What follows belongs to an exercise in optimizing a design on an open flow for small area; a production flow would make more cautious choices. The RTL was checked by simulation tests, not by an equivalence proof against the original design. Power and IR drop assume default switching activity.

== job 5434 ==
// h_lcd
module h_lcd(state, eval, success, clk_in, rst, rs, e, data);
export LEC_CHECK = 0
export ABC_AREA = 1
export CAP_MARGIN = 20
export CORE_MARGIN = 2
export CORE_UTILIZATION = 40
export SLEW_MARGIN = 20
create_clock -name core_clock -period 5.0 [get_ports {clk_in}]
run.sh (not shown) runs the stock make flow with config.mk's settings and CLKGATE_MAP_FILE= SYNTH_SCRIPT=/design/flow/synth_recipe.tcl, a recipe that flattens the netlist after the stock synthesis.
The flow did not stop early for job 5434: all stages ran, and the layout cleared the timing, DRC and antenna checks.
> inputs changed (job 5434 -> job 1496)
- putting GPL_TIMING_DRIVEN at 0 where nothing was set
==> flow/flow/run.sh (new file) <==
#!/bin/bash
# Layout flow: the standard ORFS flow (standard.sh) with these changes,
# all aimed at cell area:
#  - synthesis maps the logic with an area-only ABC script
#    (flow/abc_area.script: strash; dch -f; map -a) in place of ORFS's
#    abc_area.script, which maps for delay and then buffers and upsizes;
#    Yosys's own early ABC run and the half/full-adder extraction are skipped
#    (SYNTH_ARGS=-noabc, ADDER_MAP_FILE empty), so ABC sees the design's
#    logic as written;
#  - the port buffers are sky130_fd_sc_hd__buf_1.
# Every script is ORFS's own, copied unchanged apart from abc_area.script.
# All tool output goes to make.log and to ORFS's logs under orfs/logs.
set -euo pipefail
W=$(pwd)
rm -rf "$W/scripts"
cp -r "$FLOW_HOME/scripts" "$W/scripts"
cp "$W/flow/abc_area.script" "$W/scripts/abc_area.script"
bash "$W/standard.sh" SCRIPTS_DIR="$W/scripts" SYNTH_ARGS=-noabc ADDER_MAP_FILE= \
  BUFFER_PORTS_ARGS="-buffer_cell sky130_fd_sc_hd__buf_1" finish > "$W/make.log" 2>&1
==> flow/flow/abc_area.script (new file) <==
strash
dch -f
map -a
topo
==> flow/standard.sh (new file) <==
#!/bin/bash
# synth_recipe.tcl (not shown) runs the flow's synth.tcl, then flattens the netlist and writes it again
# the make line also repeats each setting of config.mk as NAME=value (left out here)
make -C /OpenROAD-flow-scripts/flow DESIGN_CONFIG=/design/flow/config.mk WORK_HOME=/design/flow/orfs CLKGATE_MAP_FILE= SYNTH_SCRIPT=/design/flow/synth_recipe.tcl "${@:-finish}"
removed: flow/run.sh
==> comparison <==
As of job 1496, final cell count had fallen by more than 10% compared to job 5434. Number of DRC markers in iteration 0 (job 1496 vs. job 5434) increases by a few percent. Cell count along the critical path was lower in the run labelled job 1496. Although job 1496 finished all stages, its layout failed final checks on setup timing. Cell area after technology mapping delta for job 1496 relative to job 5434: 19% lower. Met3 demand-to-capacity share in global routing, job 1496 and job 5434: higher on job 1496. Job 1496 against job 5434: non-clock buffer count in the final layout shrank by 9, worst hold slack across all endpoints grew by 0.017 ns.
#### Input delta (job 5682 over job 1496)
- SETUP_SLACK_MARGIN now 0.4, previously not set
- Job 5682 finished all stages; the layout is clean.
- Compared with job 1496, job 5682 shows switching portion of total power lower by 0.25 points.
- Total met3 wirelength after detailed routing for job 5682: 66 microns up relative to job 1496
- Summary of job 5682 over job 1496: total routed wirelength shows no meaningful change; final core utilization barely changed; setup slack climbed 0.37 ns.
- The number of violations reported at the end of detailed-routing iteration 0 number comes out higher for job 5682 vs job 1496.
- data[1] as the end of the critical path was reported by job 1496, and data[3] by job 5682.
- In terms of final area, job 5682 and job 1496 differ only marginally.

== build 44 ==
h_lcd, a different RTL version from the one above (not shown whole).
For scale: about 450 cells after synthesis, about 15 flip-flops, ~17 I/O pins.
export LEC_CHECK = 0
export ABC_AREA = 1
export CAP_MARGIN = 20
export CORE_MARGIN = 2
export CORE_UTILIZATION = 40
export CTS_BUF_LIST = sky130_fd_sc_hd__clkbuf_4
export CTS_CLUSTER_DIAMETER = 200
export CTS_CLUSTER_SIZE = 30
export GPL_TIMING_DRIVEN = 0
export SETUP_SLACK_MARGIN = 0.3
export SLEW_MARGIN = 20
create_clock -name core_clock -period 5.0 [get_ports {clk_in}]
standard.sh (not shown) runs the stock make flow with config.mk's settings and CLKGATE_MAP_FILE= SYNTH_SCRIPT=/design/flow/synth_recipe.tcl, a recipe that flattens the netlist after the stock synthesis.
==> flow/flow/run.sh <==
#!/bin/bash
# Layout flow: the standard ORFS flow (standard.sh) with these changes,
# all aimed at cell area:
#  - synthesis maps the logic with an area-only ABC script
#    (flow/abc_area.script: strash; dch -f; map -a) in place of ORFS's
#    abc_area.script, which maps for delay and then buffers and upsizes;
#    Yosys's own early ABC run and the half/full-adder extraction are skipped
#    (SYNTH_ARGS=-noabc, ADDER_MAP_FILE empty), so ABC sees the design's
#    logic as written;
#  - the port buffers are sky130_fd_sc_hd__buf_1;
#  - the larger flip-flop sizes (dfxtp_2, dfxtp_4) are added to the
#    platform's don't-use list, so that timing repair buffers the loads of a
#    flip-flop instead of upsizing it.
# Every script is ORFS's own, copied unchanged apart from abc_area.script.
# All tool output goes to make.log and to ORFS's logs under orfs/logs.
set -euo pipefail
W=$(pwd)
# the platform's don't-use cells (platforms/sky130hd/config.mk) and two more
DONT_USE="sky130_fd_sc_hd__probe_p_8 sky130_fd_sc_hd__probec_p_8 sky130_fd_sc_hd__lpflow_bleeder_1 sky130_fd_sc_hd__lpflow_clkbufkapwr_1 sky130_fd_sc_hd__lpflow_clkbufkapwr_16 sky130_fd_sc_hd__lpflow_clkbufkapwr_2 sky130_fd_sc_hd__lpflow_clkbufkapwr_4 sky130_fd_sc_hd__lpflow_clkbufkapwr_8 sky130_fd_sc_hd__lpflow_clkinvkapwr_1 sky130_fd_sc_hd__lpflow_clkinvkapwr_16 sky130_fd_sc_hd__lpflow_clkinvkapwr_2 sky130_fd_sc_hd__lpflow_clkinvkapwr_4 sky130_fd_sc_hd__lpflow_clkinvkapwr_8 sky130_fd_sc_hd__lpflow_decapkapwr_12 sky130_fd_sc_hd__lpflow_decapkapwr_3 sky130_fd_sc_hd__lpflow_decapkapwr_4 sky130_fd_sc_hd__lpflow_decapkapwr_6 sky130_fd_sc_hd__lpflow_decapkapwr_8 sky130_fd_sc_hd__lpflow_inputiso0n_1 sky130_fd_sc_hd__lpflow_inputiso0p_1 sky130_fd_sc_hd__lpflow_inputiso1n_1 sky130_fd_sc_hd__lpflow_inputiso1p_1 sky130_fd_sc_hd__lpflow_inputisolatch_1 sky130_fd_sc_hd__lpflow_isobufsrc_1 sky130_fd_sc_hd__lpflow_isobufsrc_16 sky130_fd_sc_hd__lpflow_isobufsrc_2 sky130_fd_sc_hd__lpflow_isobufsrc_4 sky130_fd_sc_hd__lpflow_isobufsrc_8 sky130_fd_sc_hd__lpflow_isobufsrckapwr_16 sky130_fd_sc_hd__lpflow_lsbuf_lh_hl_isowell_tap_1 sky130_fd_sc_hd__lpflow_lsbuf_lh_hl_isowell_tap_2 sky130_fd_sc_hd__lpflow_lsbuf_lh_hl_isowell_tap_4 sky130_fd_sc_hd__lpflow_lsbuf_lh_isowell_4 sky130_fd_sc_hd__lpflow_lsbuf_lh_isowell_tap_1 sky130_fd_sc_hd__lpflow_lsbuf_lh_isowell_tap_2 sky130_fd_sc_hd__lpflow_lsbuf_lh_isowell_tap_4 sky130_fd_sc_hd__dfxtp_2 sky130_fd_sc_hd__dfxtp_4"
rm -rf "$W/scripts"
cp -r "$FLOW_HOME/scripts" "$W/scripts"
cp "$W/flow/abc_area.script" "$W/scripts/abc_area.script"
bash "$W/standard.sh" SCRIPTS_DIR="$W/scripts" SYNTH_ARGS=-noabc ADDER_MAP_FILE= \
  BUFFER_PORTS_ARGS="-buffer_cell sky130_fd_sc_hd__buf_1" \
  DONT_USE_CELLS="$DONT_USE" finish > "$W/make.log" 2>&1
Other scripts of this flow, unchanged in this note and not shown: flow/flow/abc_area.script
Input changes introduced in build 82 (baseline for comparison: build 44):
Settings: clearing GPL_TIMING_DRIVEN, which used to be 0.
==> flow/flow/run.sh <==
#!/bin/bash
# Layout flow: the standard ORFS flow (standard.sh) with these changes,
# all aimed at cell area:
#  - synthesis maps the logic with an area-only ABC script
#    (flow/abc_area.script: strash; dch -f; map -a) in place of ORFS's
#    abc_area.script, which maps for delay and then buffers and upsizes;
#    Yosys's own early ABC run and the half/full-adder extraction are skipped
#    (SYNTH_ARGS=-noabc, ADDER_MAP_FILE empty), so ABC sees the design's
#    logic as written;
#  - the port buffers are sky130_fd_sc_hd__buf_1.
# Every script is ORFS's own, copied unchanged apart from abc_area.script.
# All tool output goes to make.log and to ORFS's logs under orfs/logs.
set -euo pipefail
W=$(pwd)
rm -rf "$W/scripts"
cp -r "$FLOW_HOME/scripts" "$W/scripts"
cp "$W/flow/abc_area.script" "$W/scripts/abc_area.script"
bash "$W/standard.sh" SCRIPTS_DIR="$W/scripts" SYNTH_ARGS=-noabc ADDER_MAP_FILE= \
  BUFFER_PORTS_ARGS="-buffer_cell sky130_fd_sc_hd__buf_1" finish > "$W/make.log" 2>&1
[summary]
Comparing the two runs side by side, build 82 comes out behind build 44 on detailed placer's ending HPWL.
Relative to build 44, combinational power increased by about 4% in build 82.
In build 82 the global routing met3 resource utilization turned out 5.8 points higher than in build 44.
Relative to build 44, build 82 degrades cell area.
Compared with build 44, routed wire length in build 82 decreased slightly.
[inputs] build 89 vs build 82
Settings: putting PLACE_DENSITY at 0.75 where nothing was set; swapping 40 for 55 in CORE_UTILIZATION; putting GPL_TIMING_DRIVEN at 0 where nothing was set.
Endpoint of the most critical setup path = data[2]: build 82; endpoint of the most critical setup path = data[4]: build 89
Build 82 -> build 89: post-synthesis compound-gate area fraction delta 0, exact match
Re met1 layer wirelength in the final routing: build 82 was higher than build 89.
Top fanout value on the critical path, build 89 and build 82: lower on build 82
Build 89 against build 82: total power went down 15 uW, layout filler cell count went down about 38%.
Build 82 → build 89: via count fell by 49; number of cells upsized or downsized after cts rose 11; global-route wire length before repair went down.
In build 89 relative to build 82, core outline area had gone down by more than a quarter.
| combinational power | higher: build 82 |
Going from build 82 to build 89, share of cells above drive strength 1 shrinks by 0.94 points.

==> afterwards: timing with drivers on the ports <==
The results above use ideal ports. As a check the final layouts listed here were re-extracted and re-timed, cells and wires unchanged. Step 1, drivers: a clkbuf_16 drives clk_in and a buf_2 each remaining input, both assumed. Step 2 times the ports against the registers' clock, not the clock port: input delays grow and output delays shrink by t, the midpoint of the rising clock arrivals with the driver on. Slacks: ideal ports / drivers / drivers and shift; pairs: ideal ports / drivers.
| run | t (ns) | setup WS [ns] | pins driven straight from the clock port |
|---|---|---|---|
| job 5434 | 0.267 | 0.511 / 0.489 / 0.756 | 1 |
| job 1496 | 0.276 | -0.034 / -0.057 / 0.218 | 1 |
| job 5682 | 0.274 | 0.334 / 0.312 / 0.585 | 1 |
| build 44 | 0.308 | 0.359 / 0.339 / 0.648 | 1 |
| build 82 | 0.315 | 0.484 / 0.466 / 0.781 | 1 |
| build 89 | 0.300 | 0.316 / 0.296 / 0.596 | 1 |
